Source: an optimization exercise on an open RTL-to-GDS flow (aim: small area and a short achievable clock period). Production flows keep margins and buffers that such runs may drop. The RTL was checked by simulation tests, not by an equivalence proof against the original design.

garnet:
==> flow/design.v <==
module cpu (clk, rst, imem_addr, imem_data, test, test1);
	input clk, rst;
	output [6:0] imem_addr;
	input  [31:0] imem_data;
	output [31:0] test;
	output [31:0] test1;
	reg [6:0] pc;
	always @(posedge clk or posedge rst)
		if (rst) pc <= 7'd0;
		else     pc <= pc + 7'd1;
	assign imem_addr = pc;
	reg [31:0] ir;
	always @(posedge clk)
		ir <= rst ? 32'd0 : imem_data;
	assign test = ir;
	wire [5:0] op = ir[31:26];
	wire [5:0] fn = ir[5:0];
	wire d_lw  = (op == 6'b000111);
	wire d_sw  = (op == 6'b001000);
	wire d_r   = (op == 6'b000110);
	wire d_add = d_r & (fn == 6'b100000);
	wire d_sub = d_r & (fn == 6'b100010);
	wire d_and = d_r & (fn == 6'b100100);
	wire d_or  = d_r & (fn == 6'b100101);
	wire d_mem = d_lw | d_sw;
	wire d_valid = d_mem | d_add | d_sub | d_and | d_or;
	wire d_arith = d_mem | d_add | d_sub;
	wire [4:0] d_dest = d_mem ? ir[20:16] : (d_valid ? ir[15:11] : 5'd0);
	wire [511:0] rf;      
	wire [15:0] rs_oh, rt_oh;
	genvar g;
	generate
		for (g = 0; g < 16; g = g + 1) begin : DEC
			assign rs_oh[g] = (ir[25:21] == g);
			assign rt_oh[g] = (ir[20:16] == g);
		end
	endgenerate
	reg [31:0] rd_a, rd_b;
	integer k;
	always @(*) begin
		rd_a = 32'd0;
		rd_b = 32'd0;
		for (k = 0; k < 16; k = k + 1) begin
			rd_a = rd_a | ({32{rs_oh[k]}} & rf[32*k +: 32]);
			rd_b = rd_b | ({32{rt_oh[k]}} & rf[32*k +: 32]);
		end
	end
	reg [31:0] ea;            
	reg [31:0] eb;            
	reg [12:0] ei;            
	reg e_sub, e_swv, e_mem, e_valid, e_nw;
	reg e_bub;
	reg [3:0] e_dest;
	always @(posedge clk) begin
		ea   <= d_arith ? rd_a : (d_or ? (rd_a | rd_b) : (rd_a & rd_b));
		eb   <= d_arith ? (rd_b ^ {32{d_sub}}) : 32'd0;
		ei   <= ir[12:0];
		e_bub <= rst;
		if (rst) begin
			e_sub <= 1'b0;
			e_swv <= 1'b0; e_mem <= 1'b0; e_valid <= 1'b0; e_nw <= 1'b0;
			e_dest <= 4'd0;
		end else begin
			e_sub <= d_sub;
			e_swv <= d_sw & e_valid; e_mem <= d_mem; e_valid <= d_valid; e_nw <= d_dest[4];
			e_dest <= d_dest[3:0];
		end
	end
	wire [32:0] xa = {ea, 1'b1};
	wire [32:0] xb = {eb, e_sub};
	wire [32:0] pg_p = xa ^ xb;
	wire [32:0] pg_g = xa & xb;
	wire [32:0] kg [0:6];
	wire [32:0] kp [0:6];
	assign kg[0] = pg_g;
	assign kp[0] = pg_p;
	genvar l;
	generate
		for (l = 0; l < 6; l = l + 1) begin : KS
			for (g = 0; g < 33; g = g + 1) begin : BIT
				if (g >= (1 << l)) begin : M
					assign kg[l+1][g] = kg[l][g] | (kp[l][g] & kg[l][g - (1 << l)]);
					assign kp[l+1][g] = kp[l][g] & kp[l][g - (1 << l)];
				end else begin : P
					assign kg[l+1][g] = kg[l][g];
					assign kp[l+1][g] = kp[l][g];
				end
			end
		end
	endgenerate
	wire [31:0] sum = pg_p[32:1] ^ kg[6][31:0];
	wire [31:0] res = sum;
	reg m_nw;
	reg [3:0] m_dest;
	reg [31:0] md;
	reg m_alu;
	reg [12:0] m_rsel, m_wsel;
	reg m_fwd;
	reg [31:0] ss;
	wire [415:0] dm;      
	wire [12:0] ap = ea[12:0] ^ ei;
	wire [12:0] aa = ea[12:0] & ei;
	wire [12:0] ao = ea[12:0] | ei;
	wire hi_ok = &(~(ap[12:5] ^ ao[11:4]));
	wire [12:0] hit;
	generate
		for (g = 0; g < 13; g = g + 1) begin : ADEC
			wire [4:0] K = g;
			wire [4:0] cin  = ap[4:0] ^ K;
			wire [3:0] cout;
			genvar b;
			for (b = 0; b < 4; b = b + 1) begin : B
				assign cout[b] = K[b] ? aa[b] : ao[b];
			end
			assign hit[g] = hi_ok & ~cin[0] & (cin[4:1] == cout[3:0]);
		end
	endgenerate
	wire [12:0] wsel = hit & {13{e_swv}};
	wire [12:0] rsel = hit & {13{e_mem & ~d_sw}};
	always @(posedge clk) begin
		m_rsel <= rsel & ~wsel & {13{~rst}};
		m_wsel <= wsel & {13{~rst}};
		m_fwd  <= (|(rsel & wsel)) & ~rst;
		ss     <= eb;           
		if (rst) begin
			m_nw <= 1'b0; m_dest <= 4'd0;
		end else begin
			m_nw <= e_nw; m_dest <= e_dest;
		end
		md <= res;
		m_alu <= ~(rst | e_mem | e_bub);
	end
	wire [31:0] sd0 = ss & {32{~rst}};
	wire [31:0] sd1 = ss | {32{rst}};
	function [31:0] init_word(input integer i);
		init_word = (i == 0) ? 32'd1000 : (i == 1) ? 32'd5000 :
		            (i == 2) ? 32'd2000 : (i == 3) ? 32'd3000 : 32'd0;
	endfunction
	generate
		for (g = 0; g < 13; g = g + 1) begin : DM
			wire [31:0] iw = init_word(g);
			wire [31:0] nd = (sd1 & iw) | (sd0 & ~iw);
			reg [31:0] q;
			always @(posedge clk)
				if (m_wsel[g] | rst) q <= nd;
			assign dm[32*g +: 32] = q;
		end
	endgenerate
	wire [12:0] rs_en = m_rsel & {13{~rst}};
	wire fwd_en = m_fwd & ~rst;
	wire alu_en = m_alu & ~rst;
	reg [31:0] wbn;
	always @(*) begin
		wbn = ({32{fwd_en}} & ss) | ({32{alu_en}} & md);
		for (k = 0; k < 13; k = k + 1)
			wbn = wbn | ({32{rs_en[k]}} & dm[32*k +: 32]);
	end
	reg [31:0] wb;
	always @(posedge clk) wb <= wbn;
	assign test1 = wb;
	generate
		for (g = 0; g < 16; g = g + 1) begin : RF
			reg [31:0] q;
			always @(posedge clk)
				if (rst | (~m_nw & (m_dest == g))) q <= wbn;
			assign rf[32*g +: 32] = q;
		end
	endgenerate
endmodule
Settings: LEC_CHECK=0, CAP_MARGIN=20, CORE_MARGIN=2, CORE_UTILIZATION=55, CTS_CLUSTER_DIAMETER=60, CTS_CLUSTER_SIZE=30, SETUP_SLACK_MARGIN=3.0, SLEW_MARGIN=20; clock period 5.5 ns.
run.sh (not shown) runs the stock make flow with config.mk's settings and CLKGATE_MAP_FILE= SYNTH_SCRIPT=/design/flow/synth_recipe.tcl, a recipe that flattens the netlist after the stock synthesis.
#### Input delta (nickel over garnet)
--- a/flow/design.v
+++ b/flow/design.v
@@ -49,49 +49,29 @@
 	reg [31:0] eb;            
 	reg [12:0] ei;            
-	reg e_sub, e_swv, e_mem, e_valid, e_nw;
+	reg e_sub, e_log, e_or, e_swv, e_mem, e_valid, e_nw;
 	reg e_bub;
 	reg [3:0] e_dest;
 	always @(posedge clk) begin
-		ea   <= d_arith ? rd_a : (d_or ? (rd_a | rd_b) : (rd_a & rd_b));
-		eb   <= d_arith ? (rd_b ^ {32{d_sub}}) : 32'd0;
+		ea   <= rd_a;
+		eb   <= rd_b ^ {32{d_sub}};
 		ei   <= ir[12:0];
 		e_bub <= rst;
 		if (rst) begin
-			e_sub <= 1'b0;
+			e_sub <= 1'b0; e_log <= 1'b0; e_or <= 1'b0;
 			e_swv <= 1'b0; e_mem <= 1'b0; e_valid <= 1'b0; e_nw <= 1'b0;
 			e_dest <= 4'd0;
 		end else begin
-			e_sub <= d_sub;
+			e_sub <= d_sub; e_log <= ~d_arith; e_or <= d_or;
 			e_swv <= d_sw & e_valid; e_mem <= d_mem; e_valid <= d_valid; e_nw <= d_dest[4];
 			e_dest <= d_dest[3:0];
 		end
 	end
-	wire [32:0] xa = {ea, 1'b1};
-	wire [32:0] xb = {eb, e_sub};
-	wire [32:0] pg_p = xa ^ xb;
-	wire [32:0] pg_g = xa & xb;
-	wire [32:0] kg [0:6];
-	wire [32:0] kp [0:6];
-	assign kg[0] = pg_g;
-	assign kp[0] = pg_p;
-	genvar l;
-	generate
-		for (l = 0; l < 6; l = l + 1) begin : KS
-			for (g = 0; g < 33; g = g + 1) begin : BIT
-				if (g >= (1 << l)) begin : M
-					assign kg[l+1][g] = kg[l][g] | (kp[l][g] & kg[l][g - (1 << l)]);
-					assign kp[l+1][g] = kp[l][g] & kp[l][g - (1 << l)];
-				end else begin : P
-					assign kg[l+1][g] = kg[l][g];
-					assign kp[l+1][g] = kp[l][g];
-				end
-			end
-		end
-	endgenerate
-	wire [31:0] sum = pg_p[32:1] ^ kg[6][31:0];
-	wire [31:0] res = sum;
+	wire [16:0] sum_lo = {1'b0, ea[15:0]} + {1'b0, eb[15:0]} + {16'd0, e_sub};
+	wire [15:0] res_lo = ~e_log ? sum_lo[15:0] :
+	                     e_or ? (ea[15:0] | eb[15:0]) : (ea[15:0] & eb[15:0]);
 	reg m_nw;
 	reg [3:0] m_dest;
-	reg [31:0] md;
+	reg [15:0] md_lo, m_ah;
+	reg m_c16, m_log, m_or;
 	reg m_alu;
 	reg [12:0] m_rsel, m_wsel;
@@ -128,5 +108,9 @@
 			m_nw <= e_nw; m_dest <= e_dest;
 		end
-		md <= res;
+		md_lo <= res_lo;
+		m_c16 <= sum_lo[16];
+		m_ah  <= ea[31:16];
+		m_log <= e_log;
+		m_or  <= e_or;
 		m_alu <= ~(rst | e_mem | e_bub);
 	end
@@ -147,4 +131,8 @@
 		end
 	endgenerate
+	wire [15:0] sum_hi = m_ah + ss[31:16] + {15'd0, m_c16};
+	wire [15:0] res_hi = ~m_log ? sum_hi :
+	                     m_or ? (m_ah | ss[31:16]) : (m_ah & ss[31:16]);
+	wire [31:0] md = {res_hi, md_lo};
 	wire [12:0] rs_en = m_rsel & {13{~rst}};
 	wire fwd_en = m_fwd & ~rst;
[summary]
Going from garnet to nickel, the global router's overall resource usage was found to have gone up by 2.1 points. ~same effective utilization at floorplan in nickel and garnet. In the flow results for nickel and garnet, the register-to-register setup slack is smaller on nickel. [nickel] die height rose 3 um relative to garnet. The worst slack at placement in nickel sits 400 ps below the value recorded for garnet. Via count: higher on nickel. Changes observed in nickel relative to garnet: total routed wirelength +6.4%; via count of the first global-routing pass +962. Across both runs, final standard cell count with taps included and fillers excluded was higher for nickel than for garnet. [nickel vs garnet] non-clock buffer count: higher in nickel. Core utilization: nickel higher than garnet. garnet reports its highest signal layer in the routed design as met5 while nickel reports met4. Looking only at post-route clock period utilization, and setting everything else aside, the higher value of nickel and garnet goes to nickel. Diff garnet -> nickel | first-pass detailed-route iteration total | decrease of 2.

-- separate check: timing with driven ports --
The results above use ideal ports. As a check the final layouts listed here were re-extracted and re-timed, cells and wires unchanged. Step 1 assumes that a clkbuf_16 drives the clock port and a buf_2 every other input. Step 2 also shifts input and output timing later by t, the mid clock arrival at the registers, as if the neighbouring blocks saw the same clock. Three values: ideal, step 1, step 2; two values: the first two.
run	shift t [ns]	setup WS [ns]	hold WS [ns]
garnet	0.740	2.902 / 2.832 / 2.092	0.350 / 0.350 / 0.350
nickel	0.724	2.655 / 2.655 / 1.949	0.327 / 0.327 / 0.327
After both steps every run listed still meets setup and hold. The setup slack of garnet, which loses most, moves by -0.070 ns with the drivers and by -0.810 ns with both steps.
